Background: an optimization exercise with open tools, aiming at small area and a short achievable clock period. Do not read the settings as production practice.
At most, simulation tests tie the RTL to the original design; equivalence was not proved.
The RTL of runs 2 to 4 was laid out without a check of its function.
Power figures rest on the tool's default switching activity, not on a simulated workload.

==> flow/design.v <==
module PCPU (
	input wire clock,
	input wire [15:0] d_datain,
	input wire enable,
	input wire [15:0] i_datain,
	input wire reset,
	input wire start,
	output wire [15:0] d_addr,
	output wire [15:0] d_dataout,
	output wire d_we,
	output wire [7:0] i_addr,
	output wire [15:0] regi0,
	output wire [15:0] regi1,
	output wire [15:0] regi2,
	output wire [15:0] regi3,
	output wire [15:0] regi4,
	output wire [15:0] regi5,
	output wire [15:0] regi6,
	output wire [15:0] regi7,
	output wire [2:0] wb_addr
);
localparam [4:0] OP_LOAD = 5'b00010, OP_STORE = 5'b00011, OP_MOVI = 5'b00100,
                 OP_SHR  = 5'b00101, OP_CAL   = 5'b00110, OP_CAR  = 5'b00111,
                 OP_ADD  = 5'b01000, OP_ADDI  = 5'b01001, OP_ADDC = 5'b10001,
                 OP_SUB  = 5'b10010, OP_SUBI  = 5'b10011, OP_SUBC = 5'b10100,
                 OP_CMP  = 5'b01100, OP_AND   = 5'b01101, OP_OR   = 5'b01110,
                 OP_XOR  = 5'b01111, OP_JUMP  = 5'b11000, OP_HALT = 5'b00001;
reg        run;                  
reg [7:0]  pc;
reg [4:0]  id_op;
reg [2:0]  id_rd;
reg [7:0]  id_lo;                
reg [4:0]  ex_op;
reg [2:0]  ex_rd;
reg        ex_sub;               
reg        ex_usec;              
reg [15:0] reg_A, reg_B, smdr;
reg        mem_wr, mem_load, mem_fs, mem_halt;
reg [2:0]  mem_rd;
reg        dw, jump;
reg [15:0] reg_C, smdr1;
reg        zf, sf, cf;
reg        wb_wr, wb_halt;
reg [2:0]  wb_rd;
reg [15:0] reg_C1;
reg [15:0] gr [0:7];
assign i_addr    = pc;
assign d_addr    = reg_C;
assign d_dataout = smdr1;
assign d_we      = dw;
assign wb_addr   = wb_rd;
assign regi0 = gr[0];
assign regi1 = gr[1];
assign regi2 = gr[2];
assign regi3 = gr[3];
assign regi4 = gr[4];
assign regi5 = gr[5];
assign regi6 = gr[6];
assign regi7 = gr[7];
wire wb_we = run & wb_wr;
wire [15:0] grn [0:7];           
genvar gi;
generate
	for (gi = 0; gi < 8; gi = gi + 1) begin : g_rf
		assign grn[gi] = (wb_we && wb_rd == gi) ? reg_C1 : gr[gi];
		always @(posedge clock or negedge reset)
			if (!reset) gr[gi] <= 16'd0;
			else        gr[gi] <= grn[gi];
	end
endgenerate
wire [15:0] c1n = mem_load ? d_datain : reg_C;
wire ex_wr = (ex_op == OP_MOVI) || (ex_op == OP_SHR) || (ex_op == OP_CAL) ||
             (ex_op == OP_CAR)  || (ex_op == OP_ADD) || (ex_op == OP_ADDI) ||
             (ex_op == OP_ADDC) || (ex_op == OP_SUB) || (ex_op == OP_SUBI) ||
             (ex_op == OP_SUBC) || (ex_op == OP_AND) || (ex_op == OP_OR) ||
             (ex_op == OP_XOR);
wire ex_fs = (ex_op == OP_ADD)  || (ex_op == OP_ADDI) || (ex_op == OP_ADDC) ||
             (ex_op == OP_SUB)  || (ex_op == OP_SUBI) || (ex_op == OP_SUBC) ||
             (ex_op == OP_CMP);
wire ex_load  = ex_op == OP_LOAD;
wire ex_store = ex_op == OP_STORE;
wire ex_halt  = ex_op == OP_HALT;
wire ex_br    = (ex_op[4:3] == 2'b11) && (ex_op[2:1] != 2'b00);
wire        cin = ex_sub ^ (ex_usec & cf);
wire [15:0] bx  = reg_B ^ {16{ex_sub}};
wire [17:0] sum18 = {1'b0, reg_A, 1'b1} + {1'b0, bx, cin};
wire [15:0] sum = sum18[16:1];
wire        cout = sum18[17];
wire        is_cal = ex_op == OP_CAL;
wire [15:0] a_rev;
genvar bi;
generate
	for (bi = 0; bi < 16; bi = bi + 1) begin : g_rev
		assign a_rev[bi] = reg_A[15 - bi];
	end
endgenerate
wire [15:0] sh_in = is_cal ? a_rev : reg_A;
wire        fill  = (ex_op == OP_CAR) & reg_A[15];
wire [3:0]  n = reg_B[3:0];
wire [15:0] s1 = n[0] ? {fill, sh_in[15:1]} : sh_in;
wire [15:0] s2 = n[1] ? {{2{fill}}, s1[15:2]} : s1;
wire [15:0] s3 = n[2] ? {{4{fill}}, s2[15:4]} : s2;
wire [15:0] s4 = n[3] ? {{8{fill}}, s3[15:8]} : s3;
wire [15:0] s4_rev;
generate
	for (bi = 0; bi < 16; bi = bi + 1) begin : g_rev2
		assign s4_rev[bi] = s4[15 - bi];
	end
endgenerate
reg [15:0] alu;
always @(*) begin
	case (ex_op)
		OP_MOVI: alu = reg_B;
		OP_AND:  alu = reg_A & reg_B;
		OP_OR:   alu = reg_A | reg_B;
		OP_XOR:  alu = reg_A ^ reg_B;
		OP_SHR:  alu = s4;
		OP_CAR:  alu = s4;
		OP_CAL:  alu = s4_rev;
		default: alu = sum;
	endcase
end
wire id_rdA = (id_op[4:3] == 2'b11 && id_op[2:1] != 2'b00) ||
              (id_op == OP_ADDI) || (id_op == OP_SUBI) || (id_op == OP_MOVI);
wire id_store = id_op == OP_STORE;
wire id_imm4 = (id_op == OP_LOAD) || (id_op == OP_STORE) || (id_op == OP_MOVI) ||
               (id_op == OP_SHR)  || (id_op == OP_CAL)   || (id_op == OP_CAR);
wire id_imm8 = (id_op[4:3] == 2'b11 && id_op[2:1] != 2'b00) ||
               (id_op == OP_ADDI) || (id_op == OP_SUBI);
wire id_jump = id_op == OP_JUMP;
wire [2:0] aA = id_rdA ? id_rd : id_lo[6:4];
wire [2:0] aB = id_store ? id_rd : id_lo[2:0];
wire fA_ex  = ex_wr  && ex_rd  == aA;
wire fA_mem = mem_wr && mem_rd == aA;
wire fB_ex  = ex_wr  && ex_rd  == aB;
wire fB_mem = mem_wr && mem_rd == aB;
wire [15:0] rA = fA_ex ? alu : fA_mem ? c1n : grn[aA];
wire [15:0] rB = fB_ex ? alu : fB_mem ? c1n : grn[aB];
wire id_sub  = (id_op == OP_SUB) || (id_op == OP_SUBI) || (id_op == OP_SUBC) || (id_op == OP_CMP);
wire id_usec = (id_op == OP_ADDC) || (id_op == OP_SUBC);
wire [4:0] i_op = i_datain[15:11];
wire id_load = id_op == OP_LOAD;
wire stall = id_load && (
	((i_op[4:2] == 3'b001) && (id_rd == i_datain[6:4])) ||
	(((i_op == OP_ADD) || (i_op == OP_ADDC) || (i_op == OP_SUB) || (i_op == OP_SUBC) ||
	  (i_op == OP_CMP) || (i_op == OP_AND)  || (i_op == OP_OR)  || (i_op == OP_XOR)) &&
	 ((id_rd == i_datain[6:4]) || (id_rd == i_datain[2:0]))) ||
	(((i_op == OP_ADDI) || (i_op == OP_SUBI) || (i_op == OP_MOVI)) && (id_rd == i_datain[10:8])));
wire zf_now = mem_fs ? (reg_C == 16'd0) : zf;
reg  cond;
always @(*) begin
	case (ex_op[2:1])
		2'b01:   cond = zf_now;
		2'b10:   cond = sf;
		default: cond = cf;
	endcase
end
always @(posedge clock or negedge reset) begin
	if (!reset) begin
		run <= 1'b1;
		pc <= 8'd0;
		id_op <= 5'd0; id_rd <= 3'd0;
		ex_op <= 5'd0; ex_rd <= 3'd0; ex_sub <= 1'b0; ex_usec <= 1'b0;
		mem_wr <= 1'b0; mem_load <= 1'b0; mem_fs <= 1'b0; mem_halt <= 1'b0;
		mem_rd <= 3'd0; dw <= 1'b0; jump <= 1'b0;
		zf <= 1'b0; sf <= 1'b0; cf <= 1'b0;
		wb_wr <= 1'b0; wb_halt <= 1'b0; wb_rd <= 3'd0;
	end else begin
		run <= run & ~wb_halt;
		if (run) begin
			if (jump)         pc <= reg_C[7:0];
			else if (id_jump) pc <= id_lo;
			else if (!stall)  pc <= pc + 8'd1;
		end
		if (jump || id_jump || stall) begin
			id_op <= 5'd0; id_rd <= 3'd0;
		end else begin
			id_op <= i_datain[15:11]; id_rd <= i_datain[10:8];
		end
		if (jump || id_jump) begin
			ex_op <= 5'd0; ex_rd <= 3'd0; ex_sub <= 1'b0; ex_usec <= 1'b0;
		end else begin
			ex_op <= id_op; ex_rd <= id_rd; ex_sub <= id_sub; ex_usec <= id_usec;
		end
		if (jump) begin
			mem_wr <= 1'b0; mem_load <= 1'b0; mem_fs <= 1'b0; mem_halt <= 1'b0;
			mem_rd <= 3'd0;
		end else begin
			mem_wr <= ex_wr | ex_load; mem_load <= ex_load; mem_fs <= ex_fs;
			mem_halt <= ex_halt; mem_rd <= ex_rd;
		end
		if (run) dw <= ex_store & ~jump;
		jump <= ~jump & ex_br & (cond ^ ex_op[0]);
		zf <= zf_now;
		if (ex_fs && !jump) begin
			sf <= alu[15];
			cf <= cout ^ ex_sub;
		end
		wb_wr <= mem_wr; wb_halt <= mem_halt;
		if (run) wb_rd <= mem_rd;
	end
end
always @(posedge clock) begin
	id_lo <= i_datain[7:0];
	reg_A <= rA;
	reg_B <= id_imm4 ? {12'd0, id_lo[3:0]} : id_imm8 ? {8'd0, id_lo} : rB;
	smdr  <= rB;
	if (run) begin
		reg_C <= alu;
		smdr1 <= smdr;
	end
	reg_C1 <= c1n;
end
endmodule
==> flow/run.sh <==
#!/bin/bash
# synth_recipe.tcl (not shown) runs the flow's synth.tcl, then flattens the netlist and writes it again
# the make line also repeats each setting of config.mk as NAME=value (left out here)
make -C /OpenROAD-flow-scripts/flow DESIGN_CONFIG=/design/flow/config.mk WORK_HOME=/design/flow/orfs CLKGATE_MAP_FILE= SYNTH_SCRIPT=/design/flow/synth_recipe.tcl finish
==> flow/config.mk <==
export PLATFORM = sky130hd
export DESIGN_NAME = PCPU
export DESIGN_NICKNAME = PCPU
export VERILOG_FILES = /design/flow/design.v
export SDC_FILE = /design/flow/constraint.sdc
export NUM_CORES = 4
export LEC_CHECK = 0
export CAP_MARGIN = 20
export CORE_MARGIN = 2
export CORE_UTILIZATION = 40
export SLEW_MARGIN = 20
==> flow/constraint.sdc <==
create_clock -name core_clock -period 6.0 [get_ports {clock}]
set_input_delay 1.2000 -clock core_clock [delete_from_list [all_inputs] [get_ports {clock}]]
set_output_delay 1.2000 -clock core_clock [all_outputs]
set_load 0.01 [all_outputs]
==> results.toml, run 1 <==
[logic_synthesis]
synth_mux_area_frac = 0.124
yosysSeqAreaShare = 0.401
yosys.area_share.simple = 0.142
synth_edf_count = 32
synth_xor_xnor_area_share = 0.0256
async_reset_ff_frac = 0.623
netlist_instances = 1715
synth_area_per_cell_sq_um = 9.76
synth.distinct_cells = 101
synth_area_sq_um = 16700
ys_warn_count = 2
ys_ff_latch = 276
synth_top_flop_cell = "dfrtp_1"
synthAdderAreaFrac = 0.0401
synth_top_family_by_area = "compound AO/OA/AOI/OAI gates"
synth_compound_area_frac = 0.220
synth_fp_nets = 1804

[clocking]
cts_hold_buffers = 0
cts_resized = 0
cts_buffer_depth = 3
htreeDepth = 1
cts.reportedPaths.clkPinSlew_ns = 0.06
clkLatencyLatePin_ns = 0.57
cts-buffers-inserted = 30
cts_tree = "done"
cts_setup_buffers = 0
clockRootBuffer = "clkbuf_16"
cts.sinks = 276

[place]
pre_cts_slack_ns = 1.61
dpl.hpwl_microns = 51700
dp.cells = 2385
port-buffer-count = 205
place_congestion = 0.982

[drt]
wire_per_inst_microns = 28.4
dr.pass1.iters = 8
antenna_left = 0
wirelength_microns = 69200
vias = 15800
vias_per_cell = 6.47
drc = 0
drtIter0Drc = 1729

[power]
p_leak_nw = 8.72
p_seq_frac = 0.341
p_sw_frac = 0.422
finalPower_w = 0.00743
p_int_w = 0.00429
clkPwrFrac = 0.259
power_switching_w = 0.00314
power_density_nw_per_um2 = 365
comb_power_share = 0.400
vdd_drop_max_mv = 0.194

[critical_path]
max_stage_delay_ns = 1.09
crit_chain = "nand3b_1 > and2_1 > fa_1 > nor2b_1 > o31ai_1 > a21oi_1 > a311o_1 > o41ai_1 > mux2i_1 > nor3_1 > inv_1"
path_buf_inv = 1
endpoint_kind = "flop"
crit_slowest_cell = "dfrtp_1"
worstSetupStartpoint = "ex_sub"
r2r-start = "ex_sub"
cp_max_fo = 19
crit_type = "flop to flop"
required_ns = 6.32
cp_top_family = "compound AO/OA/AOI/OAI gates"
cp_data_arrival_time_ns = 4.79
setup.worst_path.start_class = "flop"

[floorplanning]
pin_count = 208
core_area_sq_um = 41100
rows = 74
die_x_microns = 209
dieArea_sq_um = 43500
initial_core_util = 0.407
chipHeight_microns = 209

[timing]
worstMarginPinSlew_ns = 1.21
setup_tns_ns = 0
hold_viol = 0
post-route-period-util = 0.746
min_period_ns = 4.47
setup_viol = 0
rsz0062_at_grt = "false"
fmax_ghz = 0.224
maxSlewHeadroom = 0.184
fin_worst_skew_ns = 0.00963
fin_ws_ns = 1.53
slew_violations = 0

[final_layout]
layout-drive-gt1-share = 0.125
final_nets = 1974
area_delta_synth_final_pct = 21.4
mostFrequentLayoutCell = "clkdlybuf4s50_1"
antenna_cells = 0
instances_no_fill = 2441
final_cell_mix = "204 x clkdlybuf4s50_1, 171 x dfrtp_1, 121 x nand2_1"
fin_util = 0.495

[global_routing]
overflow = 0
gr-usage-all-layers = 0.309
grt_pass1_wl_microns = 101000
antenna_found_initial = 1
grt_pass1_vias = 15000
grt_start_max_net_pins = 76

[flow_run]
max_cap_violations = 0

[min_path]
hp-class = "flop to flop"
worstHoldStart = "mem_halt"

[status]
status = "finished clean"
==> flip-flops by register name, indices dropped and copies added (netlist names), 3 cells and up <==
register  cells
ex_op         5
ex_rd         3
gr          128
id_lo         8
id_op         5
id_rd         3
mem_rd        3
pc            8
reg_A        16
reg_B        16
reg_C        16
reg_C1       16
smdr         16
smdr1        16
wb_rd         3
==> logic make-up (layout without fill, tap and decap cells) <==
family,Yosys count,count (layout)
AOI/OAI and AO/OA,504,504
xor gates and xnor gates,49,49
adders and majority gates,53,53
buffers and inverters,197,391
DFF,276,276
muxes,181,181
and+or+nand+nor,455,455
==> synthesized netlist by cell type (all sizes together) (9+ instances only) <==
library cell,count,area share
xnor2,20,0.010
o22ai,24,0.0090
clkbuf,64,0.014
a221oi,32,0.017
o211ai,16,0.0072
dfrtp,171,0.26
ha,52,0.039
mux4,10,0.013
and3,12,0.0045
mux2,109,0.073
a21oi,87,0.026
nand3,41,0.012
nand2b,25,0.0093
a22o,16,0.0084
buf,28,0.0092
nand2,122,0.028
edfxtp,32,0.057
or2,10,0.0037
a21o,9,0.0040
a22oi,59,0.027
mux2i,62,0.037
nand4,14,0.0052
xor2,29,0.015
o221ai,23,0.013
a211oi,23,0.011
nor2,95,0.023
nor3,35,0.012
a221o,10,0.0060
nor4,11,0.0045
dfxtp,72,0.086
o21a,10,0.0045
and2,35,0.013
o2bb2ai,10,0.0052
a2bb2oi,9,0.0058
o2111ai,9,0.0047
a31oi,18,0.0067
inv,103,0.023
o21ai,74,0.022
nor2b,10,0.0037
==> worst paths after layout <==
kind / end / slack [ns] / cells after the start
worst max-delay path: reg_C[15] / 1.53 / 11
worst min-delay path: wb_halt / 0.37 / 0
worst max register to register: reg_C[15] / 1.53 / 11
worst min register to register: wb_halt / 0.37 / 0
max in group asynchronous: gr[6][14] / 4.13 / 2
min in group asynchronous: gr[6][4] / 0.64 / 1
==> worst register-to-register path: cells and delay by family, from the launching register on <==
kind,cells,cell delay [ns]
compound gates,4,1.59
fa+ha+maj,1,0.23
buf+inv,1,0.08
flops,1,1.09
mux,1,0.23
simple gates,4,1.00
==> metrics by stage <==
step	hold WS [ns]	cell area, sq um
4_1_cts	0.372	20300
5_1_grt	0.394	20300
6_report	0.367	20300
2_1_floorplan	0.331	16700
3_3_place_gp	0.335	19300
3_5_place_dp	0.343	19300
==> final cells by class <==
class	instances	area, sq um
Multi-Input combinational cell	1242	9300
Tap cell	532	666
Clock inverter	21	245
Fill cell	3838	20800
Inverter	105	394
Timing Repair Buffer	230	2240
Sequential cell	276	6710
Clock buffer	35	779
==> metal layers <==
| metal | share of wire | global-route usage | vias to the layer above |
|---|---|---|---|
| met5 | 0.00081 | 0.0122 | - |
| met4 | 0.035 | 0.0983 | 2 |
| met3 | 0.10 | 0.0640 | 147 |
| met2 | 0.43 | 0.463 | 978 |
| met1 | 0.44 | 0.445 | 7819 |
| li1 | - | - | 6838 |
==> power groups by stage <==
stage	sequential [W]	combinational [W]	clock [W]
CTS	0.00252	0.00289	0.00194
finish	0.00253	0.00297	0.00192
detailed placement	0.00255	0.00287	0
floorplan	0.00232	0.00203	0
global placement	0.00255	0.00286	0
global route	0.00255	0.00319	0.00202
==> run 2: changes to the inputs <==
--- a/flow/design.v
+++ b/flow/design.v
@@ -82,44 +82,43 @@
 wire ex_halt  = ex_op == OP_HALT;
 wire ex_br    = (ex_op[4:3] == 2'b11) && (ex_op[2:1] != 2'b00);
 wire        cin = ex_sub ^ (ex_usec & cf);
-wire [15:0] bx  = reg_B ^ {16{ex_sub}};
+wire [15:0] bop = reg_B;
+wire [15:0] bx  = bop ^ {16{ex_sub}};
 wire [17:0] sum18 = {1'b0, reg_A, 1'b1} + {1'b0, bx, cin};
 wire [15:0] sum = sum18[16:1];
 wire        cout = sum18[17];
 wire        is_cal = ex_op == OP_CAL;
-wire [15:0] a_rev;
+wire        fill   = (ex_op == OP_CAR) & reg_A[15];
+wire [3:0]  r  = reg_B[3:0];
+wire [15:0] q1 = r[0] ? {reg_A[14:0], reg_A[15]}  : reg_A;
+wire [15:0] q2 = r[1] ? {q1[13:0], q1[15:14]}     : q1;
+wire [15:0] q3 = r[2] ? {q2[11:0], q2[15:12]}     : q2;
+wire [15:0] q4 = r[3] ? {q3[7:0],  q3[15:8]}      : q3;
+reg  [15:0] keep;
+integer ki;
+always @(*)
+	for (ki = 0; ki < 16; ki = ki + 1)
+		keep[ki] = is_cal ? (ki >= r) : ((r == 4'd0) || (ki < r));
+wire [15:0] sh = (q4 & keep) | ({16{fill}} & ~keep);
+reg [3:0] lut;
+always @(*) begin
+	case (ex_op)
+		OP_AND:  lut = 4'b1000;
+		OP_OR:   lut = 4'b1110;
+		OP_XOR:  lut = 4'b0110;
+		default: lut = 4'b1010;         
+	endcase
+end
+wire ex_shift = (ex_op == OP_SHR) || (ex_op == OP_CAL) || (ex_op == OP_CAR);
+wire ex_logic = (ex_op == OP_AND) || (ex_op == OP_OR) || (ex_op == OP_XOR) || (ex_op == OP_MOVI);
+wire [15:0] lg;
 genvar bi;
 generate
-	for (bi = 0; bi < 16; bi = bi + 1) begin : g_rev
-		assign a_rev[bi] = reg_A[15 - bi];
+	for (bi = 0; bi < 16; bi = bi + 1) begin : g_lut
+		assign lg[bi] = lut[{reg_A[bi], bop[bi]}];
 	end
 endgenerate
-wire [15:0] sh_in = is_cal ? a_rev : reg_A;
-wire        fill  = (ex_op == OP_CAR) & reg_A[15];
-wire [3:0]  n = reg_B[3:0];
-wire [15:0] s1 = n[0] ? {fill, sh_in[15:1]} : sh_in;
-wire [15:0] s2 = n[1] ? {{2{fill}}, s1[15:2]} : s1;
-wire [15:0] s3 = n[2] ? {{4{fill}}, s2[15:4]} : s2;
-wire [15:0] s4 = n[3] ? {{8{fill}}, s3[15:8]} : s3;
-wire [15:0] s4_rev;
-generate
-	for (bi = 0; bi < 16; bi = bi + 1) begin : g_rev2
-		assign s4_rev[bi] = s4[15 - bi];
-	end
-endgenerate
-reg [15:0] alu;
-always @(*) begin
-	case (ex_op)
-		OP_MOVI: alu = reg_B;
-		OP_AND:  alu = reg_A & reg_B;
-		OP_OR:   alu = reg_A | reg_B;
-		OP_XOR:  alu = reg_A ^ reg_B;
-		OP_SHR:  alu = s4;
-		OP_CAR:  alu = s4;
-		OP_CAL:  alu = s4_rev;
-		default: alu = sum;
-	endcase
-end
+wire [15:0] alu = ex_logic ? lg : ex_shift ? sh : sum;
 wire id_rdA = (id_op[4:3] == 2'b11 && id_op[2:1] != 2'b00) ||
               (id_op == OP_ADDI) || (id_op == OP_SUBI) || (id_op == OP_MOVI);
 wire id_store = id_op == OP_STORE;
@@ -128,12 +127,24 @@
 wire id_imm8 = (id_op[4:3] == 2'b11 && id_op[2:1] != 2'b00) ||
                (id_op == OP_ADDI) || (id_op == OP_SUBI);
 wire id_jump = id_op == OP_JUMP;
+wire id_rsh  = (id_op == OP_SHR) || (id_op == OP_CAR);
 wire [2:0] aA = id_rdA ? id_rd : id_lo[6:4];
 wire [2:0] aB = id_store ? id_rd : id_lo[2:0];
 wire fA_ex  = ex_wr  && ex_rd  == aA;
 wire fA_mem = mem_wr && mem_rd == aA;
 wire fB_ex  = ex_wr  && ex_rd  == aB;
 wire fB_mem = mem_wr && mem_rd == aB;
+wire [7:0] selA = 8'd1 << aA;
+wire [7:0] selB = 8'd1 << aB;
+reg [15:0] rfA, rfB;
+integer ri;
+always @(*) begin
+	rfA = 16'd0; rfB = 16'd0;
+	for (ri = 0; ri < 8; ri = ri + 1) begin
+		rfA = rfA | ({16{selA[ri]}} & grn[ri]);
+		rfB = rfB | ({16{selB[ri]}} & grn[ri]);
+	end
+end
 wire [15:0] rA = fA_ex ? alu : fA_mem ? c1n : grn[aA];
 wire [15:0] rB = fB_ex ? alu : fB_mem ? c1n : grn[aB];
 wire id_sub  = (id_op == OP_SUB) || (id_op == OP_SUBI) || (id_op == OP_SUBC) || (id_op == OP_CMP);
@@ -160,7 +171,7 @@
 		run <= 1'b1;
 		pc <= 8'd0;
 		id_op <= 5'd0; id_rd <= 3'd0;
-		ex_op <= 5'd0; ex_rd <= 3'd0; ex_sub <= 1'b0; ex_usec <= 1'b0;
+		ex_op <= 5'd0; ex_rd <= 3'd0;
 		mem_wr <= 1'b0; mem_load <= 1'b0; mem_fs <= 1'b0; mem_halt <= 1'b0;
 		mem_rd <= 3'd0; dw <= 1'b0; jump <= 1'b0;
 		zf <= 1'b0; sf <= 1'b0; cf <= 1'b0;
@@ -178,9 +189,9 @@
 			id_op <= i_datain[15:11]; id_rd <= i_datain[10:8];
 		end
 		if (jump || id_jump) begin
-			ex_op <= 5'd0; ex_rd <= 3'd0; ex_sub <= 1'b0; ex_usec <= 1'b0;
+			ex_op <= 5'd0; ex_rd <= 3'd0;
 		end else begin
-			ex_op <= id_op; ex_rd <= id_rd; ex_sub <= id_sub; ex_usec <= id_usec;
+			ex_op <= id_op; ex_rd <= id_rd;
 		end
 		if (jump) begin
 			mem_wr <= 1'b0; mem_load <= 1'b0; mem_fs <= 1'b0; mem_halt <= 1'b0;
@@ -203,8 +214,10 @@
 always @(posedge clock) begin
 	id_lo <= i_datain[7:0];
 	reg_A <= rA;
-	reg_B <= id_imm4 ? {12'd0, id_lo[3:0]} : id_imm8 ? {8'd0, id_lo} : rB;
+	reg_B <= id_rsh ? {12'd0, 4'd0 - id_lo[3:0]} : id_imm4 ? {12'd0, id_lo[3:0]} : id_imm8 ? {8'd0, id_lo} : rB;
 	smdr  <= rB;
+	ex_sub  <= id_sub;
+	ex_usec <= id_usec;
 	if (run) begin
 		reg_C <= alu;
 		smdr1 <= smdr;
==> flow/flow/run.sh (new file) <==
#!/bin/bash
# Standard layout (the standard.sh) with two changes: the port buffers use
# the smallest buffer cell, and the clock tree is built with larger sink
# clusters and no dummy loads. Each tool's output is in standard.log and in
# orfs/logs/.
set -euo pipefail
export BUFFER_PORTS_ARGS="-buffer_cell sky130_fd_sc_hd__buf_1"
export CTS_ARGS="-sink_clustering_enable -repair_clock_nets -dont_use_dummy_load -sink_clustering_size 25 -sink_clustering_max_diameter 80"
bash standard.sh > standard.log 2>&1
==> flow/standard.sh (new file) <==
#!/bin/bash
# synth_recipe.tcl (not shown) runs the flow's synth.tcl, then flattens the netlist and writes it again
# the make line also repeats each setting of config.mk as NAME=value (left out here)
make -C /OpenROAD-flow-scripts/flow DESIGN_CONFIG=/design/flow/config.mk WORK_HOME=/design/flow/orfs CLKGATE_MAP_FILE= SYNTH_SCRIPT=/design/flow/synth_recipe.tcl "${@:-finish}"
--- a/flow/config.mk
+++ b/flow/config.mk
@@ -7,5 +7,6 @@
 export LEC_CHECK = 0
 export CAP_MARGIN = 20
 export CORE_MARGIN = 2
-export CORE_UTILIZATION = 40
+export CORE_UTILIZATION = 50
+export SETUP_SLACK_MARGIN = 3.0
 export SLEW_MARGIN = 20
removed: flow/run.sh
==> results.toml, run 2 <==
[drt]
wire_per_inst_microns = 27.7
drc = 0
wirelength_microns = 66600
antenna_left = 0
vias_per_cell = 6.64
vias = 16000
drtIter0Drc = 2108
dr.pass1.iters = 9

[logic_synthesis]
synth_commonest_cells = "169 x dfrtp_1, 130 x mux2_2, 122 x nor2_1"
synth_area_sq_um = 16700
synth_top_area_frac = 0.254
ys_ff_latch = 276
async_reset_ff_frac = 0.616
synth_fp_nets = 1736
synth_edf_count = 32
yosysSeqAreaShare = 0.402
synth.area.top_cells = "dfrtp_1 25%, dfxtp_1 8.9%, mux2_2 8.8%"
synth_area_per_cell_sq_um = 9.93
netlist_instances = 1678
synth_top_area_cell = "dfrtp_1"
synth.distinct_cells = 102
synth_top_flop_cell = "dfrtp_1"
ys_warn_count = 2
synth.most_common_cell = "dfrtp_1"

[floorplanning]
dieArea_sq_um = 34800
pin_count = 208
chipHeight_microns = 187
die_x_microns = 187
core_area_sq_um = 32700
rows = 66
initial_core_util = 0.509

[global_routing]
gr-usage-all-layers = 0.366
overflow = 0
grt_pass1_wl_microns = 96600
antenna_found_initial = 1
grt_start_max_net_pins = 171
grt_pass1_vias = 14700

[critical_path]
cp_max_fo = 7
max_stage_delay_ns = 0.59
cp_data_arrival_time_ns = 3.66
r2r_end = "reg_A[11]"
cp_common_cell = "o31a_1"
r2r_slack_ns = 2.77
worstSetupStartpoint = "ex_sub"
required_ns = 6.43
crit_type = "flop to flop"
setup.worst_path.start_class = "flop"
r2r-start = "ex_sub"
reg2regPathDepth = 12
crit_chain = "buf_12 > xor2_2 > inv_2 > fa_2 > nor2b_4 > o31a_1 > o31a_1 > a41o_1 > a21oi_2 > or4_4 > mux2_4 > a31oi_1"
endpoint_kind = "flop"
crit_slowest_cell = "or4_4"

[final_layout]
area_delta_synth_final_pct = 23.9
largest_register_ffs = 128
instances_no_fill = 2404
fin_util = 0.631
largest-register = "gr"
antenna_cells = 0
mostFrequentLayoutCell = "buf_1"
layout-drive-gt1-share = 0.266
fillers = 2802
final_nets = 2022
final_cell_mix = "204 x buf_1, 160 x dfrtp_1, 134 x buf_4"

[min_path]
min_to = "wb_halt"
worstHoldStart = "mem_halt"
hold-path-cell-count = 0
hp-class = "flop to flop"

[clocking]
cts-buffers-inserted = 17
clkLatencyLatePin_ns = 0.52
cts.reportedPaths.clkPinSlew_ns = 0.08
clockRootBuffer = "clkbuf_16"
cts.sinks = 276
cts_tree = "done"
cts_hold_buffers = 0
cts_buffer_depth = 3
htreeDepth = 1

[power]
p_seq_frac = 0.326
power_density_nw_per_um2 = 384
power_switching_w = 0.00344
comb_power_share = 0.532
p_leak_nw = 8.75
vdd_drop_max_mv = 0.300
clkPwrFrac = 0.141
p_sw_frac = 0.435
p_int_w = 0.00448

[status]
status = "finished clean"

[place]
dpl.hpwl_microns = 45200
dp.cells = 2241
place_congestion = 0.978
port-buffer-count = 205

[timing]
maxSlewHeadroom = 0.198
setup_viol = 0
min_period_ns = 3.23
setup_tns_ns = 0
rsz0062_at_grt = "true"
post-route-period-util = 0.538
worstMarginPinSlew_ns = 1.19
slew_violations = 0
fin_worst_skew_ns = 0.0544
fmax_ghz = 0.310
hold_viol = 0

[flow_run]
max_cap_violations = 0
## run 2: metal layers
| layer | wire, microns | track usage | share of wire |
|---|---|---|---|
| met4 | 3210 | 0.136 | 0.048 |
| met5 | 11 | 0 | 0.00017 |
| met1 | 26700 | 0.518 | 0.40 |
| met3 | 7630 | 0.0726 | 0.11 |
| met2 | 29000 | 0.558 | 0.44 |
## run 2: stage by stage
| step | setup WS, ns | instance area, sq um | power [W] | hold WS, ns |
|---|---|---|---|---|
| 2_1_floorplan | 2.75 | 16800 | 0.00479 | 0.331 |
| 3_3_place_gp | 1.91 | 17900 | 0.00575 | 0.335 |
| 3_5_place_dp | 1.99 | 17900 | 0.00577 | 0.347 |
| 4_1_cts | 2.83 | 19600 | 0.00735 | 0.354 |
| 5_1_grt | 2.67 | 20600 | 0.00824 | 0.367 |
| 6_report | 2.77 | 20600 | 0.00792 | 0.351 |
## run 2: cell families after synthesis
family / count (synthesis) / share of synthesized area
AOI/OAI and AO/OA: 474 / 0.204
and+or+nand+nor: 426 / 0.132
DFF: 276 / 0.402
muxes: 230 / 0.164
buffers and inverters: 191 / 0.0501
xor gates and xnor gates: 59 / 0.0310
adders and majority gates: 22 / 0.0170
## run 2: power by group through the flow
stage / clock, W / combinational, W / sequential (W)
after floorplan: 0 / 0.00245 / 0.00234
after global placement: 0 / 0.00314 / 0.00261
after detailed placement: 0 / 0.00316 / 0.00261
after CTS: 0.00113 / 0.00368 / 0.00253
after global routing: 0.00119 / 0.00444 / 0.00260
final: 0.00112 / 0.00422 / 0.00258
## run 2: area by class of cell
cell class	instances	area, sq um	area share
multi-input cells	1215	10200	0.495
inverters	78	294	0.0142
clock buffers	17	425	0.0206
flip-flops and latches	276	6730	0.326
repair buffers	376	2420	0.117
well taps	442	553	0.0268
## run 2: how the worst max path moves through the flow
stage / end / cells after the start
finish: reg_A[11] / 12
detailed placement: reg_B[4] / 9
CTS: reg_A[11] / 12
global route: reg_A[11] / 12
floorplan: reg_C[15] / 13
global placement: reg_B[12] / 9
## run 2: critical path: cells and delay by family (launching register included)
family,cells,cell delay [ns]
and+or+nand+nor,2,0.72
DFF,1,0.37
xor gates and xnor gates,1,0.17
AOI/OAI and AO/OA,5,0.95
muxes,1,0.29
adders and majority gates,1,0.44
buffers and inverters,2,0.20
## run 2: repair_timing
item,CTS,global route
endpoints found under the setup margin,65,51
resized for setup,108,99
cloned,5,2
setup buffers,75,64
pin swaps,34,66
==> run 3: changes to the inputs <==
--- a/flow/config.mk
+++ b/flow/config.mk
@@ -8,5 +8,5 @@
 export CAP_MARGIN = 20
 export CORE_MARGIN = 2
 export CORE_UTILIZATION = 50
-export SETUP_SLACK_MARGIN = 3.0
+export SETUP_SLACK_MARGIN = 2.5
 export SLEW_MARGIN = 20
==> results.toml, run 3 <==
[place]
dpl.hpwl_microns = 44700
dp.cells = 2253
place_congestion = 0.963
port-buffer-count = 205

[logic_synthesis]
synth_edf_count = 32
synth_top_area_cell = "dfrtp_1"
synth_fp_nets = 1736
synth_top_area_frac = 0.254
ys_ff_latch = 276
synth.area.top_cells = "dfrtp_1 25%, dfxtp_1 8.9%, mux2_2 8.8%"
synth_top_flop_cell = "dfrtp_1"
synth.most_common_cell = "dfrtp_1"
ys_warn_count = 2
synth_commonest_cells = "169 x dfrtp_1, 130 x mux2_2, 122 x nor2_1"
async_reset_ff_frac = 0.616
synth_area_sq_um = 16700
netlist_instances = 1678
yosysSeqAreaShare = 0.402
synth_area_per_cell_sq_um = 9.93
synth.distinct_cells = 102

[clocking]
cts_buffer_depth = 3
cts.reportedPaths.clkPinSlew_ns = 0.09
clockRootBuffer = "clkbuf_16"
cts_hold_buffers = 0
cts.sinks = 276
htreeDepth = 1
cts-buffers-inserted = 17
cts_tree = "done"
clkLatencyLatePin_ns = 0.53

[final_layout]
instances_no_fill = 2283
largest_register_ffs = 128
layout-drive-gt1-share = 0.162
mostFrequentLayoutCell = "buf_1"
final_cell_mix = "204 x buf_1, 166 x dfrtp_1, 130 x mux2_2"
largest-register = "gr"
area_delta_synth_final_pct = 11.7
antenna_cells = 0
final_nets = 1901

[timing]
fmax_ghz = 0.286
setup_viol = 0
min_period_ns = 3.50
slew_violations = 0
post-route-period-util = 0.584
worstMarginPinSlew_ns = 1.09
holdWs_ns = 0.353
setup_tns_ns = 0
rsz0062_at_grt = "false"
hold_viol = 0
fin_worst_skew_ns = 0.0457
maxSlewHeadroom = 0.268

[status]
status = "finished clean"

[drt]
vias_per_cell = 6.64
drc = 0
vias = 15100
wire_per_inst_microns = 27.2
drtIter0Drc = 1945
dr.pass1.iters = 6
antenna_left = 0
wirelength_microns = 62200

[critical_path]
cp_max_fo = 12
r2r_end = "smdr[2]"
endpoint_kind = "flop"
r2r_slack_ns = 2.50
reg2regPathDepth = 9
crit_type = "flop to flop"
required_ns = 6.39
setup.worst_path.start_class = "flop"
cp_data_arrival_time_ns = 3.89
r2r-start = "id_op[1]"

[min_path]
min_to = "wb_halt"
hold-path-cell-count = 0
worstHoldStart = "mem_halt"
hp-class = "flop to flop"

[floorplanning]
rows = 66
initial_core_util = 0.509
die_x_microns = 187
pin_count = 208
chipHeight_microns = 187
core_area_sq_um = 32700
dieArea_sq_um = 34800

[global_routing]
grt_pass1_wl_microns = 91400
grt_start_max_net_pins = 171
gr-usage-all-layers = 0.345
overflow = 0
antenna_found_initial = 1
grt_pass1_vias = 14100

[flow_run]
max_cap_violations = 0

[power]
vdd_drop_max_mv = 0.226
p_leak_nw = 7.92
power_density_nw_per_um2 = 381
finalPower_w = 0.00709
run 3: logic make-up after synthesis:
| logic type | synth area share |
|---|---|
| adders and majority gates | 0.0170 |
| DFF | 0.402 |
| xor gates and xnor gates | 0.0310 |
| and+or+nand+nor | 0.132 |
| buffers and inverters | 0.0501 |
| AOI/OAI and AO/OA | 0.204 |
| muxes | 0.164 |
run 3: where the power goes:
part           switching, W  internal [W]  leakage, nW  total (W)
registers          0.000387       0.00214         3.20    0.00253
logic               0.00206       0.00138         4.51    0.00344
clock network      0.000619      0.000507        0.209    0.00113
run 3: worst max path at each step:
stage / cells past startpoint / start / slack (ns) / to
6_report: 9 / id_op[1] / 2.50 / smdr[2]
3_3_place_gp: 8 / id_op[2] / 2.13 / reg_B[0]
2_1_floorplan: 13 / reg_B[1] / 2.51 / reg_C[15]
4_1_cts: 8 / id_op[2] / 2.50 / reg_B[0]
5_1_grt: 8 / id_op[1] / 2.50 / reg_B[10]
3_5_place_dp: 11 / reg_B[0] / 2.04 / reg_B[4]
run 3: area by class of cell:
type | count | area, sq um
Clock buffer | 17 | 425
Fill cell | 3063 | 14100
Inverter | 78 | 297
Multi-Input combinational cell | 1212 | 9340
Sequential cell | 276 | 6710
Tap cell | 442 | 553
Timing Repair Buffer | 258 | 1280
run 3: per-stage QoR:
step / util / area [sq um] / worst slack, ns
6_report: 0.569 / 18600 / 2.50
3_5_place_dp: 0.546 / 17800 / 2.04
3_3_place_gp: 0.546 / 17800 / 2.13
5_1_grt: 0.569 / 18600 / 2.50
4_1_cts: 0.565 / 18500 / 2.50
2_1_floorplan: - / 16700 / 2.51
run 3: what timing repair did:
item	CTS	global route
setup endpoints to repair	40	32
cloned	2	1
gates resized for setup	25	20
pin swaps	4	3
buffers inserted	5	5
run 3: critical path: stages (launching register included):
cell and delay (ns):
dfrtp_1 0.52, or4b_4 0.41, nor2_8 0.10, buf_12 0.15
o31ai_1 0.86, a222oi_1 0.17, or2_2 0.34, a32oi_1 0.33
a21oi_1 0.20, nor2_1 0.27
run 3: metal layers:
metal,up-vias,share of wire,wire length [microns],global-route usage
met2,940,0.43,27000,0.514
met1,7416,0.43,26500,0.503
met4,0,0.045,2810,0.140
met3,144,0.095,5890,0.0527
met5,-,0,0,0
li1,6648,-,-,-
==> run 4: changes to the inputs <==
--- a/flow/design.v
+++ b/flow/design.v
@@ -30,6 +30,7 @@
 reg [4:0]  id_op;
 reg [2:0]  id_rd;
 reg [7:0]  id_lo;                
+reg [7:0]  id_sA, id_sB;         
 reg [4:0]  ex_op;
 reg [2:0]  ex_rd;
 reg        ex_sub;               
@@ -128,25 +129,25 @@
                (id_op == OP_ADDI) || (id_op == OP_SUBI);
 wire id_jump = id_op == OP_JUMP;
 wire id_rsh  = (id_op == OP_SHR) || (id_op == OP_CAR);
-wire [2:0] aA = id_rdA ? id_rd : id_lo[6:4];
-wire [2:0] aB = id_store ? id_rd : id_lo[2:0];
-wire fA_ex  = ex_wr  && ex_rd  == aA;
-wire fA_mem = mem_wr && mem_rd == aA;
-wire fB_ex  = ex_wr  && ex_rd  == aB;
-wire fB_mem = mem_wr && mem_rd == aB;
-wire [7:0] selA = 8'd1 << aA;
-wire [7:0] selB = 8'd1 << aB;
+wire [4:0] f_op = i_datain[15:11];
+wire f_rdA = (f_op[4:3] == 2'b11 && f_op[2:1] != 2'b00) ||
+             (f_op == OP_ADDI) || (f_op == OP_SUBI) || (f_op == OP_MOVI);
+wire f_store = f_op == OP_STORE;
+wire fA_ex  = ex_wr  && id_sA[ex_rd];
+wire fA_mem = mem_wr && id_sA[mem_rd];
+wire fB_ex  = ex_wr  && id_sB[ex_rd];
+wire fB_mem = mem_wr && id_sB[mem_rd];
 reg [15:0] rfA, rfB;
 integer ri;
 always @(*) begin
 	rfA = 16'd0; rfB = 16'd0;
 	for (ri = 0; ri < 8; ri = ri + 1) begin
-		rfA = rfA | ({16{selA[ri]}} & grn[ri]);
-		rfB = rfB | ({16{selB[ri]}} & grn[ri]);
-	end
-end
-wire [15:0] rA = fA_ex ? alu : fA_mem ? c1n : grn[aA];
-wire [15:0] rB = fB_ex ? alu : fB_mem ? c1n : grn[aB];
+		rfA = rfA | ({16{id_sA[ri]}} & gr[ri]);
+		rfB = rfB | ({16{id_sB[ri]}} & gr[ri]);
+	end
+end
+wire [15:0] rA = fA_ex ? alu : fA_mem ? c1n : (wb_we & id_sA[wb_rd]) ? reg_C1 : rfA;
+wire [15:0] rB = fB_ex ? alu : fB_mem ? c1n : (wb_we & id_sB[wb_rd]) ? reg_C1 : rfB;
 wire id_sub  = (id_op == OP_SUB) || (id_op == OP_SUBI) || (id_op == OP_SUBC) || (id_op == OP_CMP);
 wire id_usec = (id_op == OP_ADDC) || (id_op == OP_SUBC);
 wire [4:0] i_op = i_datain[15:11];
@@ -213,6 +214,8 @@
 end
 always @(posedge clock) begin
 	id_lo <= i_datain[7:0];
+	id_sA <= 8'd1 << (f_rdA ? i_datain[10:8] : i_datain[6:4]);
+	id_sB <= 8'd1 << (f_store ? i_datain[10:8] : i_datain[2:0]);
 	reg_A <= rA;
 	reg_B <= id_rsh ? {12'd0, 4'd0 - id_lo[3:0]} : id_imm4 ? {12'd0, id_lo[3:0]} : id_imm8 ? {8'd0, id_lo} : rB;
 	smdr  <= rB;
--- a/flow/config.mk
+++ b/flow/config.mk
@@ -8,5 +8,5 @@
 export CAP_MARGIN = 20
 export CORE_MARGIN = 2
 export CORE_UTILIZATION = 50
-export SETUP_SLACK_MARGIN = 2.5
+export SETUP_SLACK_MARGIN = 2.7
 export SLEW_MARGIN = 20
==> results.toml, run 4 <==
[clocking]
cts_buffer_depth = 3
htreeDepth = 1
clockRootBuffer = "clkbuf_16"
cts_tree = "done"
cts.sinks = 292
cts.reportedPaths.clkPinSlew_ns = 0.10
clkLatencyLatePin_ns = 0.54
cts-buffers-inserted = 17
cts_hold_buffers = 0

[global_routing]
overflow = 0
grt_start_max_net_pins = 171
grt_pass1_vias = 13700
gr-usage-all-layers = 0.320
antenna_found_initial = 1
grt_pass1_wl_microns = 83700

[critical_path]
r2r_end = "sf"
r2r-start = "reg_B[0]"
r2r_slack_ns = 2.82
setup.worst_path.start_class = "flop"
path_buf_inv = 2
required_ns = 6.39
endpoint_kind = "flop"
crit_type = "flop to flop"
worstSetupStartpoint = "reg_B[0]"
cp_common_cell = "mux4_2"
cp_max_fo = 20
cp_data_arrival_time_ns = 3.57
crit_chain = "buf_12 > mux4_2 > mux4_2 > a311oi_1 > nor2_1 > a31o_1 > nor3_4 > inv_2 > mux2_4"
reg2regPathDepth = 9
crit_slowest_cell = "mux4_2"
cp_top_family = "multiplexers"
max_stage_delay_ns = 0.58

[logic_synthesis]
netlist_instances = 1608
synth_top_area_frac = 0.255
synth.distinct_cells = 85
synth_top_area_cell = "dfrtp_1"
async_reset_ff_frac = 0.582
yosysSeqAreaShare = 0.423
synth.most_common_cell = "dfrtp_1"
synth_area_sq_um = 16600
synth_fp_nets = 1666
synth.area.top_cells = "dfrtp_1 25%, dfxtp_1 11%, mux2_2 11%"
synth_edf_count = 32
synth_area_per_cell_sq_um = 10.3
synth_top_flop_cell = "dfrtp_1"
ys_ff_latch = 292
synth_commonest_cells = "169 x dfrtp_1, 158 x mux2_2, 128 x a22oi_1"
ys_warn_count = 2

[drt]
antenna_left = 0
wirelength_microns = 55600
vias = 14200
dr.pass1.iters = 7
drtIter0Drc = 1453
drc = 0
wire_per_inst_microns = 25.4
vias_per_cell = 6.49

[final_layout]
antenna_cells = 0
mostFrequentLayoutCell = "buf_1"
final_nets = 1804
area_delta_synth_final_pct = 10.3
largest_register_ffs = 128
layout-drive-gt1-share = 0.166
multi_input_area_sq_um = 8970
largest-register = "gr"
seq_area_sq_um = 7020
final_cell_mix = "204 x buf_1, 169 x dfrtp_1, 158 x mux2_2"
fillers = 2935
instances_no_fill = 2186

[power]
power_density_nw_per_um2 = 308
p_leak_nw = 7.43
vdd_drop_max_mv = 0.198

[place]
place_congestion = 0.914
dp.cells = 2165
pre_cts_slack_ns = 2.34
port-buffer-count = 205
dpl.hpwl_microns = 39000

[timing]
setup_tns_ns = 0
fin_worst_skew_ns = 0.0749
min_period_ns = 3.18
hold_viol = 0
fin_ws_ns = 2.82
fmax_ghz = 0.314
worstMarginPinSlew_ns = 1.16
setup_viol = 0
post-route-period-util = 0.530
maxSlewHeadroom = 0.227
rsz0062_at_grt = "false"
slew_violations = 0

[flow_run]
max_cap_violations = 0

[min_path]
worstHoldStart = "mem_halt"
hp-class = "flop to flop"
min_to = "wb_halt"
hold-path-cell-count = 0

[floorplanning]
rows = 66
core_area_sq_um = 32600
dieArea_sq_um = 34700
pin_count = 208
initial_core_util = 0.509
chipHeight_microns = 186
die_x_microns = 186

[status]
status = "finished clean"
## run 4: metal layers
metal,track usage,share of wire,up-vias
li1,-,-,6320
met1,0.429,0.41,7003
met2,0.504,0.45,711
met3,0.0617,0.085,159
met4,0.144,0.049,2
met5,0,0.00014,-
## run 4: power by group
| group | total, W | switching, W | internal [W] |
|---|---|---|---|
| registers | 0.00245 | 0.000271 | 0.00218 |
| logic | 0.00203 | 0.00123 | 0.000802 |
| clock network | 0.00115 | 0.000645 | 0.000508 |
| total | 0.00563 | 0.00215 | 0.00349 |
## run 4: final cells by class
type                    count  area share
repair buffers            252      0.0638
multi-input cells        1139       0.490
well taps                 442      0.0302
inverters                  44     0.00923
flip-flops and latches    292       0.384
clock buffers              17      0.0232
## run 4: worst reg2reg max path: cells and delay by family (launching register included)
family / cells / cell delay, ns
mux: 3 / 1.33
simple gates: 2 / 0.36
buf+inv: 2 / 0.30
compound gates: 2 / 0.61
flops: 1 / 0.48
## run 4: what timing repair did
action / 4_1_cts / 5_1_grt
setup endpoints to repair: 23 / 31
pin swaps: 0 / 1
gates resized for setup: 5 / 16
setup buffers: 0 / 4
hold endpoints to repair: 0 / 0
## run 4: metrics by stage
stage          power [W]  hold WS [ns]   util  instance area [sq um]
6_report         0.00563         0.357  0.561                  18300
4_1_cts          0.00558         0.359  0.558                  18200
3_3_place_gp     0.00442         0.335  0.545                  17800
5_1_grt          0.00592         0.375  0.561                  18300
3_5_place_dp     0.00444         0.338  0.545                  17800
2_1_floorplan    0.00387         0.331      -                  16600
## run 4: worst max path at each step
stage               cells past startpoint   endpoint
global route                           10  reg_C[14]
CTS                                     9         sf
finish                                  9         sf
floorplan                              13  reg_B[14]
global placement                        9         sf
detailed placement                      9         sf
## run 4: kinds of logic after synthesis
family          Yosys count  synth area share
flops                   292             0.423
fa+ha+maj                23            0.0176
compound gates          432             0.181
simple gates            374             0.113
mux                     268             0.201
buf+inv                 177            0.0422
xor+xnor                 42            0.0222
==> run 5: changes to the inputs <==
--- a/flow/design.v
+++ b/flow/design.v
@@ -36,6 +36,7 @@
 reg        ex_sub;               
 reg        ex_usec;              
 reg [15:0] reg_A, reg_B, smdr;
+reg [3:0]  ex_sh;                
 reg        mem_wr, mem_load, mem_fs, mem_halt;
 reg [2:0]  mem_rd;
 reg        dw, jump;
@@ -90,7 +91,7 @@
 wire        cout = sum18[17];
 wire        is_cal = ex_op == OP_CAL;
 wire        fill   = (ex_op == OP_CAR) & reg_A[15];
-wire [3:0]  r  = reg_B[3:0];
+wire [3:0]  r  = ex_sh;
 wire [15:0] q1 = r[0] ? {reg_A[14:0], reg_A[15]}  : reg_A;
 wire [15:0] q2 = r[1] ? {q1[13:0], q1[15:14]}     : q1;
 wire [15:0] q3 = r[2] ? {q2[11:0], q2[15:12]}     : q2;
@@ -119,7 +120,9 @@
 		assign lg[bi] = lut[{reg_A[bi], bop[bi]}];
 	end
 endgenerate
-wire [15:0] alu = ex_logic ? lg : ex_shift ? sh : sum;
+wire ex_arith = ~(ex_logic | ex_shift);
+wire [15:0] alu_ns = ex_logic ? lg : sh;        
+wire [15:0] alu = ex_arith ? sum : alu_ns;
 wire id_rdA = (id_op[4:3] == 2'b11 && id_op[2:1] != 2'b00) ||
               (id_op == OP_ADDI) || (id_op == OP_SUBI) || (id_op == OP_MOVI);
 wire id_store = id_op == OP_STORE;
@@ -146,8 +149,8 @@
 		rfB = rfB | ({16{id_sB[ri]}} & gr[ri]);
 	end
 end
-wire [15:0] rA = fA_ex ? alu : fA_mem ? c1n : (wb_we & id_sA[wb_rd]) ? reg_C1 : rfA;
-wire [15:0] rB = fB_ex ? alu : fB_mem ? c1n : (wb_we & id_sB[wb_rd]) ? reg_C1 : rfB;
+wire [15:0] rA = (fA_ex & ex_arith) ? sum : fA_ex ? alu_ns : fA_mem ? c1n : (wb_we & id_sA[wb_rd]) ? reg_C1 : rfA;
+wire [15:0] rB = (fB_ex & ex_arith) ? sum : fB_ex ? alu_ns : fB_mem ? c1n : (wb_we & id_sB[wb_rd]) ? reg_C1 : rfB;
 wire id_sub  = (id_op == OP_SUB) || (id_op == OP_SUBI) || (id_op == OP_SUBC) || (id_op == OP_CMP);
 wire id_usec = (id_op == OP_ADDC) || (id_op == OP_SUBC);
 wire [4:0] i_op = i_datain[15:11];
@@ -217,7 +220,8 @@
 	id_sA <= 8'd1 << (f_rdA ? i_datain[10:8] : i_datain[6:4]);
 	id_sB <= 8'd1 << (f_store ? i_datain[10:8] : i_datain[2:0]);
 	reg_A <= rA;
-	reg_B <= id_rsh ? {12'd0, 4'd0 - id_lo[3:0]} : id_imm4 ? {12'd0, id_lo[3:0]} : id_imm8 ? {8'd0, id_lo} : rB;
+	ex_sh <= id_rsh ? 4'd0 - id_lo[3:0] : id_lo[3:0];
+	reg_B <= id_imm4 ? {12'd0, id_lo[3:0]} : id_imm8 ? {8'd0, id_lo} : rB;
 	smdr  <= rB;
 	ex_sub  <= id_sub;
 	ex_usec <= id_usec;
==> results.toml, run 5 <==
[logic_synthesis]
synth_top_area_frac = 0.261
yosysSeqAreaShare = 0.438
synth.most_common_cell = "mux2_2"
synth.distinct_cells = 76
synth_area_per_cell_sq_um = 10.8
synth_top_area_cell = "dfrtp_1"
synth_area_sq_um = 16200
ys_ff_latch = 296
synth_edf_count = 32
ys_warn_count = 2
synth.area.top_cells = "dfrtp_1 26%, mux2_2 12%, dfxtp_1 12%"
netlist_instances = 1504
async_reset_ff_frac = 0.574
synth_commonest_cells = "174 x mux2_2, 169 x dfrtp_1, 107 x a22oi_1"
synth_top_flop_cell = "dfrtp_1"
synth_fp_nets = 1562

[critical_path]
cp_max_fo = 7
max_stage_delay_ns = 0.56
cp_data_arrival_time_ns = 3.59
worstSetupStartpoint = "i_datain[11]"
cp_top_family = "compound AO/OA/AOI/OAI gates"
crit_slowest_cell = "o41ai_2"
endpoint_kind = "flop"
r2r_end = "reg_B[13]"
crit_chain = "buf_1 > nor2b_1 > a21oi_1 > nor3_1 > a41oi_1 > o41ai_2 > a31oi_1 > mux2_2"
r2r-start = "wb_rd[0]"
required_ns = 6.40
crit_type = "input pin to flop"
reg2regPathDepth = 8
path_buf_inv = 1
r2r_slack_ns = 2.83
setup.worst_path.start_class = "input pin"

[timing]
setup_viol = 0
min_period_ns = 3.19
rsz0062_at_grt = "false"
setup_tns_ns = 0
hold_viol = 0
fmax_ghz = 0.313
worstMarginPinSlew_ns = 1.10
slew_violations = 0
fin_worst_skew_ns = 0.0604
maxSlewHeadroom = 0.268
post-route-period-util = 0.532
holdWs_ns = 0.354

[global_routing]
antenna_found_initial = 1
grt_pass1_vias = 12900
gr-usage-all-layers = 0.315
grt_pass1_wl_microns = 81000
overflow = 0
grt_start_max_net_pins = 103

[drt]
vias_per_cell = 6.57
drc = 0
wire_per_inst_microns = 26.4
vias = 13400
drtIter0Drc = 1249
dr.pass1.iters = 6
wirelength_microns = 54000
antenna_left = 0

[final_layout]
area_delta_synth_final_pct = 10.1
final_nets = 1702
fin_util = 0.563
layout-drive-gt1-share = 0.175
largest_register_ffs = 128
largest-register = "gr"
mostFrequentLayoutCell = "buf_1"
final_cell_mix = "204 x buf_1, 174 x mux2_2, 169 x dfrtp_1"

[floorplanning]
chipHeight_microns = 184
rows = 65
dieArea_sq_um = 33900
die_x_microns = 184
pin_count = 208
initial_core_util = 0.511
core_area_sq_um = 31700

[min_path]
worstHoldStart = "mem_halt"
min_to = "wb_halt"
hp-class = "flop to flop"
hold-path-cell-count = 0

[clocking]
cts_tree = "done"
cts_hold_buffers = 0
clkLatencyLatePin_ns = 0.53
cts.reportedPaths.clkPinSlew_ns = 0.08
cts_buffer_depth = 3
cts.sinks = 296
clockRootBuffer = "clkbuf_16"
htreeDepth = 1
cts-buffers-inserted = 19

[power]
power_density_nw_per_um2 = 303
p_leak_nw = 7.44
finalPower_w = 0.00540
vdd_drop_max_mv = 0.182

[status]
status = "finished clean"

[place]
place_congestion = 0.945
dpl.hpwl_microns = 37500
port-buffer-count = 205

[flow_run]
max_cap_violations = 0
[run 5: timing repair]
action,in CTS,in global routing
buffers inserted,3,0
setup endpoints to repair,57,6
pin swaps,0,1
gates resized for setup,6,3
endpoints found under the hold margin,0,0
[run 5: layer usage]
| metal | global-route usage | part of all wire | up-vias |
|---|---|---|---|
| met1 | 0.427 | 0.42 | 6709 |
| met3 | 0.0689 | 0.087 | 111 |
| met2 | 0.504 | 0.46 | 625 |
| li1 | - | - | 5993 |
| met5 | 0 | 0.00024 | - |
| met4 | 0.103 | 0.032 | 2 |
[run 5: worst max path at each step]
stage                endpoint  cells after the start
floorplan           reg_C[13]                     11
global placement    reg_C[13]                     11
detailed placement  reg_C[13]                     11
CTS                  reg_B[7]                      7
global route            pc[3]                      8
finish                  pc[3]                      8
[run 5: logic make-up (layout without fill, tap and decap cells)]
kind of cell,after synthesis,in the layout,share of synthesized area
multiplexers,272,272,0.209
AND/OR/NAND/NOR,298,298,0.0938
buffers and inverters,155,293,0.0377
AO/OA/AOI/OAI,416,416,0.180
XOR/XNOR,45,45,0.0243
flip-flops,296,296,0.438
other,0,1,0
adder cells (fa/ha/maj),22,22,0.0174
[run 5: final cells by class]
type / count / area [sq um]
fillers: 2826 / 13900
diodes: 1 / 2.50
well taps: 402 / 503
clock buffers: 19 / 475
multi-input cells: 1053 / 8570
repair buffers: 246 / 1090
inverters: 28 / 105
flip-flops and latches: 296 / 7100
[run 5: worst reg2reg max path: stages (launching register included)]
cell and delay (ns):
dfrtp_1 0.60, mux4_2 0.55, mux2_2 0.27, nand3_1 0.42
buf_4 0.39, nand4_1 0.15, o211a_1 0.17, a211oi_2 0.39
a211oi_1 0.09
[run 5: where the power goes]
| part | leakage, nW | total [W] | internal (W) | switching (W) |
|---|---|---|---|---|
| Clock | 0.234 | 0.00122 | 0.000565 | 0.000660 |
| Sequential | 3.40 | 0.00248 | 0.00223 | 0.000248 |
| Combinational | 3.81 | 0.00170 | 0.000676 | 0.00102 |
| Total | 7.44 | 0.00540 | 0.00347 | 0.00193 |
[run 5: metrics by stage]
stage | setup WS [ns] | std cells | area (sq um)
final | 2.81 | 2045 | 17900
after global routing | 2.70 | 2044 | 17900
after CTS | 2.79 | 2044 | 17800
after detailed placement | 1.89 | 2022 | 17300
after global placement | 1.94 | 2022 | 17300
after floorplan | 2.82 | 1504 | 16200
==> run 6: changes to the inputs <==
--- a/flow/config.mk
+++ b/flow/config.mk
@@ -8,5 +8,5 @@
 export CAP_MARGIN = 20
 export CORE_MARGIN = 2
 export CORE_UTILIZATION = 50
-export SETUP_SLACK_MARGIN = 2.7
+export SETUP_SLACK_MARGIN = 3.4
 export SLEW_MARGIN = 20
==> results.toml, run 6 <==
[place]
place_congestion = 0.909
port-buffer-count = 205
dpl.hpwl_microns = 37100
dp.cells = 2021

[critical_path]
endpoint_kind = "flop"
r2r_slack_ns = 3.18
r2r_end = "reg_B[7]"
reg2regPathDepth = 11
r2r-start = "ex_sub"
crit_slowest_cell = "dfxtp_4"
max_stage_delay_ns = 0.39
cp_max_fo = 5
required_ns = 6.45
crit_chain = "buf_12 > xor2_1 > ha_1 > or2_4 > o31a_1 > a31oi_4 > buf_4 > xor2_1 > a221oi_2 > a2bb2oi_2 > o221a_2"
cp_data_arrival_time_ns = 3.27
setup.worst_path.start_class = "flop"
crit_type = "flop to flop"
cp_common_cell = "xor2_1"

[timing]
fin_worst_skew_ns = 0.0402
holdWs_ns = 0.358
maxSlewHeadroom = 0.182
setup_viol = 0
min_period_ns = 2.82
hold_viol = 0
rsz0062_at_grt = "true"
worstMarginPinSlew_ns = 1.22
fmax_ghz = 0.355
post-route-period-util = 0.470
setup_tns_ns = 0
slew_violations = 0

[floorplanning]
initial_core_util = 0.511
dieArea_sq_um = 33900
chipHeight_microns = 184
die_x_microns = 184
core_area_sq_um = 31700
pin_count = 208
rows = 65

[clocking]
cts_tree = "done"
cts-buffers-inserted = 16
clockRootBuffer = "clkbuf_16"
cts_hold_buffers = 0
cts.sinks = 296
clkLatencyLatePin_ns = 0.51
htreeDepth = 1
cts.reportedPaths.clkPinSlew_ns = 0.09
cts_buffer_depth = 3

[logic_synthesis]
synth.area.top_cells = "dfrtp_1 26%, mux2_2 12%, dfxtp_1 12%"
synth_compound_area_frac = 0.180
synth_top_family_by_area = "multiplexers"
async_reset_ff_frac = 0.574
synth_mux_area_frac = 0.209
ys_ff_latch = 296
yosys.area_share.simple = 0.0938
synthAdderAreaFrac = 0.0174
synth_area_per_cell_sq_um = 10.8
synth_xor_xnor_area_share = 0.0243
synth_top_area_cell = "dfrtp_1"
synth_top_area_frac = 0.261
synth.most_common_cell = "mux2_2"
synth_commonest_cells = "174 x mux2_2, 169 x dfrtp_1, 107 x a22oi_1"
netlist_instances = 1504
synth_fp_nets = 1562
ys_warn_count = 2
synth_top_flop_cell = "dfrtp_1"
synth_area_sq_um = 16200
synth_edf_count = 32
synth.distinct_cells = 76
yosysSeqAreaShare = 0.438

[final_layout]
area_delta_synth_final_pct = 16.3
instances_no_fill = 2082
mostFrequentLayoutCell = "buf_1"
fin_util = 0.595
largest-register = "gr"
seq_area_sq_um = 7120
layout-drive-gt1-share = 0.258
antenna_cells = 0
largest_register_ffs = 128
multi_input_area_sq_um = 9130
final_cell_mix = "200 x buf_1, 168 x mux2_2, 164 x dfrtp_1"
fillers = 2782
final_nets = 1740

[global_routing]
grt_pass1_wl_microns = 82200
grt_start_max_net_pins = 127
antenna_found_initial = 0
gr-usage-all-layers = 0.320
overflow = 0
grt_pass1_vias = 13200

[power]
vdd_drop_max_mv = 0.259
p_leak_nw = 7.70
power_density_nw_per_um2 = 305

[drt]
wirelength_microns = 55700
drtIter0Drc = 1043
dr.pass1.iters = 6
vias = 13800
antenna_left = 0
wire_per_inst_microns = 26.8
drc = 0
vias_per_cell = 6.62

[min_path]
min_to = "wb_halt"
hold-path-cell-count = 0
worstHoldStart = "mem_halt"
hp-class = "flop to flop"

[flow_run]
max_cap_violations = 0

[status]
status = "finished clean"
[run 6: repair_timing]
action,in CTS,in global routing
buffers inserted,25,16
resized for setup,94,79
endpoints found under the setup margin,136,97
cloned,2,2
pin swaps,26,26
[run 6: kinds of logic after synthesis]
logic type      after synthesis
flops                       296
compound gates              416
xor+xnor                     45
mux                         272
simple gates                298
fa+ha+maj                    22
buf+inv                     155
[run 6: worst max-delay path: cells and delay by family, from the launching register on]
family	cells	cell delay (ns)
AO/OA/AOI/OAI	5	1.29
XOR/XNOR	2	0.22
adder cells (fa/ha/maj)	1	0.31
buffers and inverters	2	0.30
flip-flops	1	0.39
AND/OR/NAND/NOR	1	0.24
[run 6: power by group]
| group | switching [W] | total [W] | internal [W] | leakage, nW |
|---|---|---|---|---|
| logic | 0.00122 | 0.00214 | 0.000922 | 4.11 |
| clock network | 0.000628 | 0.00111 | 0.000480 | 0.197 |
| registers | 0.000266 | 0.00250 | 0.00224 | 3.39 |
[run 6: cell type report]
cell class                 count  area share
clock buffer                  16      0.0212
sequential                   296       0.378
inverter                      28     0.00597
timing repair buffer         287      0.0846
tap                          402      0.0267
multi-input combinational   1053       0.484
[run 6: layer usage]
layer  up-vias  routed length [microns]  track usage
li1       6067                        -            -
met1      6909                    23000        0.431
met2       664                    26600        0.529
met3       145                     3980       0.0485
met4         0                     2140        0.106
met5         -                        0            0
[run 6: worst max path at each step]
stage | slack (ns) | end | cells past startpoint | startpoint
after global routing | 3.09 | reg_A[15] | 10 | ex_sub
after global placement | 2.31 | reg_A[15] | 10 | ex_sub
after detailed placement | 2.30 | reg_A[15] | 10 | ex_sub
after CTS | 3.20 | reg_A[12] | 11 | ex_sub
final | 3.18 | reg_B[7] | 11 | ex_sub
after floorplan | 3.30 | pc[1] | 7 | i_datain[11]
[run 6: stage by stage]
stage / power (W) / setup slack (ns) / instance area (sq um)
detailed placement: 0.00420 / 2.30 / 17400
global placement: 0.00417 / 2.31 / 17400
finish: 0.00575 / 3.18 / 18900
floorplan: 0.00368 / 3.30 / 16300
CTS: 0.00551 / 3.20 / 18400
global route: 0.00600 / 3.09 / 18900
==> run 7: changes to the inputs <==
--- a/flow/config.mk
+++ b/flow/config.mk
@@ -8,5 +8,5 @@
 export CAP_MARGIN = 20
 export CORE_MARGIN = 2
 export CORE_UTILIZATION = 50
-export SETUP_SLACK_MARGIN = 3.4
+export SETUP_SLACK_MARGIN = 3.0
 export SLEW_MARGIN = 20
==> results.toml, run 7 <==
[status]
status = "finished clean"

[logic_synthesis]
synth_top_flop_cell = "dfrtp_1"
yosysSeqAreaShare = 0.438
synth_fp_nets = 1562
synth_top_area_cell = "dfrtp_1"
async_reset_ff_frac = 0.574
netlist_instances = 1504
ys_ff_latch = 296
synth_area_sq_um = 16200
ys_warn_count = 2
synth_top_area_frac = 0.261
synth_edf_count = 32
synth.area.top_cells = "dfrtp_1 26%, mux2_2 12%, dfxtp_1 12%"
synth_area_per_cell_sq_um = 10.8
synth.distinct_cells = 76
synth.most_common_cell = "mux2_2"
synth_commonest_cells = "174 x mux2_2, 169 x dfrtp_1, 107 x a22oi_1"

[power]
p_leak_nw = 7.48
finalPower_w = 0.00548
vdd_drop_max_mv = 0.185
power_density_nw_per_um2 = 304

[timing]
hold_viol = 0
holdWs_ns = 0.354
min_period_ns = 3.01
worstMarginPinSlew_ns = 1.06
post-route-period-util = 0.502
slew_violations = 0
setup_tns_ns = 0
maxSlewHeadroom = 0.293
fin_worst_skew_ns = 0.0489
fmax_ghz = 0.332
rsz0062_at_grt = "true"
setup_viol = 0

[clocking]
htreeDepth = 1
cts-buffers-inserted = 19
cts.sinks = 296
clkLatencyLatePin_ns = 0.53
cts_buffer_depth = 3
cts.reportedPaths.clkPinSlew_ns = 0.06
clockRootBuffer = "clkbuf_16"
cts_tree = "done"

[flow_run]
max_cap_violations = 0

[global_routing]
grt_start_max_net_pins = 171
gr-usage-all-layers = 0.318
grt_pass1_wl_microns = 81800
overflow = 0
grt_pass1_vias = 13100
antenna_found_initial = 0

[drt]
dr.pass1.iters = 8
antenna_left = 0
drc = 0
wire_per_inst_microns = 26.5
vias = 13500
vias_per_cell = 6.61
drtIter0Drc = 1231
wirelength_microns = 54200

[critical_path]
endpoint_kind = "flop"
cp_data_arrival_time_ns = 3.41
crit_slowest_cell = "o41ai_4"
setup.worst_path.start_class = "input pin"
max_stage_delay_ns = 0.50
path_buf_inv = 1
required_ns = 6.39
cp_top_family = "compound AO/OA/AOI/OAI gates"
cp_max_fo = 7
crit_chain = "buf_1 > nor2b_1 > a21oi_1 > nor3_1 > a41oi_1 > o41ai_4 > a31oi_4 > mux2_2"
crit_type = "input pin to flop"

[final_layout]
final_cell_mix = "204 x buf_1, 174 x mux2_2, 168 x dfrtp_1"
layout-drive-gt1-share = 0.192
largest-register = "gr"
antenna_cells = 0
stdcell_area_sq_um = 18000
instances_no_fill = 2045
largest_register_ffs = 128
mostFrequentLayoutCell = "buf_1"
fillers = 2805
area_delta_synth_final_pct = 11.1
final_nets = 1703

[place]
dpl.hpwl_microns = 37100
port-buffer-count = 205
placed_cell_area_sq_um = 17300
place_congestion = 0.954
dp.cells = 2020

[floorplanning]
chipHeight_microns = 184
initial_core_util = 0.511
rows = 65
pin_count = 208
die_x_microns = 184
core_area_sq_um = 31700
dieArea_sq_um = 33900

[min_path]
hp-class = "flop to flop"
-- run 7: stage by stage --
stage / utilization / setup slack, ns
after floorplan: - / 3.03
after global placement: 0.546 / 1.67
after detailed placement: 0.546 / 1.55
after CTS: 0.564 / 3.00
after global routing: 0.568 / 2.85
final: 0.568 / 2.99
-- run 7: cell families after synthesis --
kind of cell | Yosys count | synth area share
buffers and inverters | 155 | 0.0377
and+or+nand+nor | 298 | 0.0938
muxes | 272 | 0.209
DFF | 296 | 0.438
adders and majority gates | 22 | 0.0174
xor gates and xnor gates | 45 | 0.0243
AOI/OAI and AO/OA | 416 | 0.180
-- run 7: report_power, final --
group	leakage, nW	internal, W	switching (W)	total, W
registers	3.40	0.00223	0.000247	0.00248
logic	3.84	0.000710	0.00106	0.00177
clock network	0.234	0.000565	0.000664	0.00123
-- run 7: cell type report --
class | instances | area [sq um] | share of cell area
clock buffers | 19 | 475 | 0.0264
flip-flops and latches | 296 | 7110 | 0.395
repair buffers | 247 | 1100 | 0.0613
inverters | 28 | 105 | 0.00583
well taps | 402 | 503 | 0.0279
multi-input cells | 1053 | 8720 | 0.484
-- run 7: path summary, 6_finish.rpt --
path	from	cells past startpoint	endpoint	slack (ns)
min reg2reg	mem_halt	0	wb_halt	0.35
max reg2reg	reg_B[0]	10	reg_A[15]	3.10
min in group asynchronous	reset	2	gr[0][12]	0.81
min	mem_halt	0	wb_halt	0.35
max	i_datain[11]	8	pc[3]	2.99
max in group asynchronous	reset	2	cf	4.31
-- run 7: routing by layer --
layer | vias to the layer above | part of all wire | GRT usage
met1 | 6765 | 0.42 | 0.438
met4 | 0 | 0.045 | 0.128
met5 | - | 0 | 0
li1 | 5981 | - | -
met3 | 147 | 0.088 | 0.0654
met2 | 631 | 0.45 | 0.491
-- run 7: worst reg2reg max path, delay by kind of cell, from the launching register on --
kind	cells	cell delay [ns]
AO/OA/AOI/OAI	3	0.76
XOR/XNOR	1	0.21
adder cells (fa/ha/maj)	1	0.44
buffers and inverters	1	0.08
flip-flops	1	0.37
multiplexers	2	0.61
AND/OR/NAND/NOR	2	0.32
-- run 7: timing repair --
item,in CTS,in global routing
hold buffers,0,0
setup endpoints to repair,75,58
buffers inserted,4,2
pin swaps,2,4
resized for setup,20,26

Re-timed with assumed drivers on the ports (clkbuf_16 on the clock, buf_2 on other inputs), run 7 has 3.011 ns of setup slack against 2.987 ns with ideal ports, and 2.453 ns once port delays also move by the mid clock arrival of 0.557 ns.
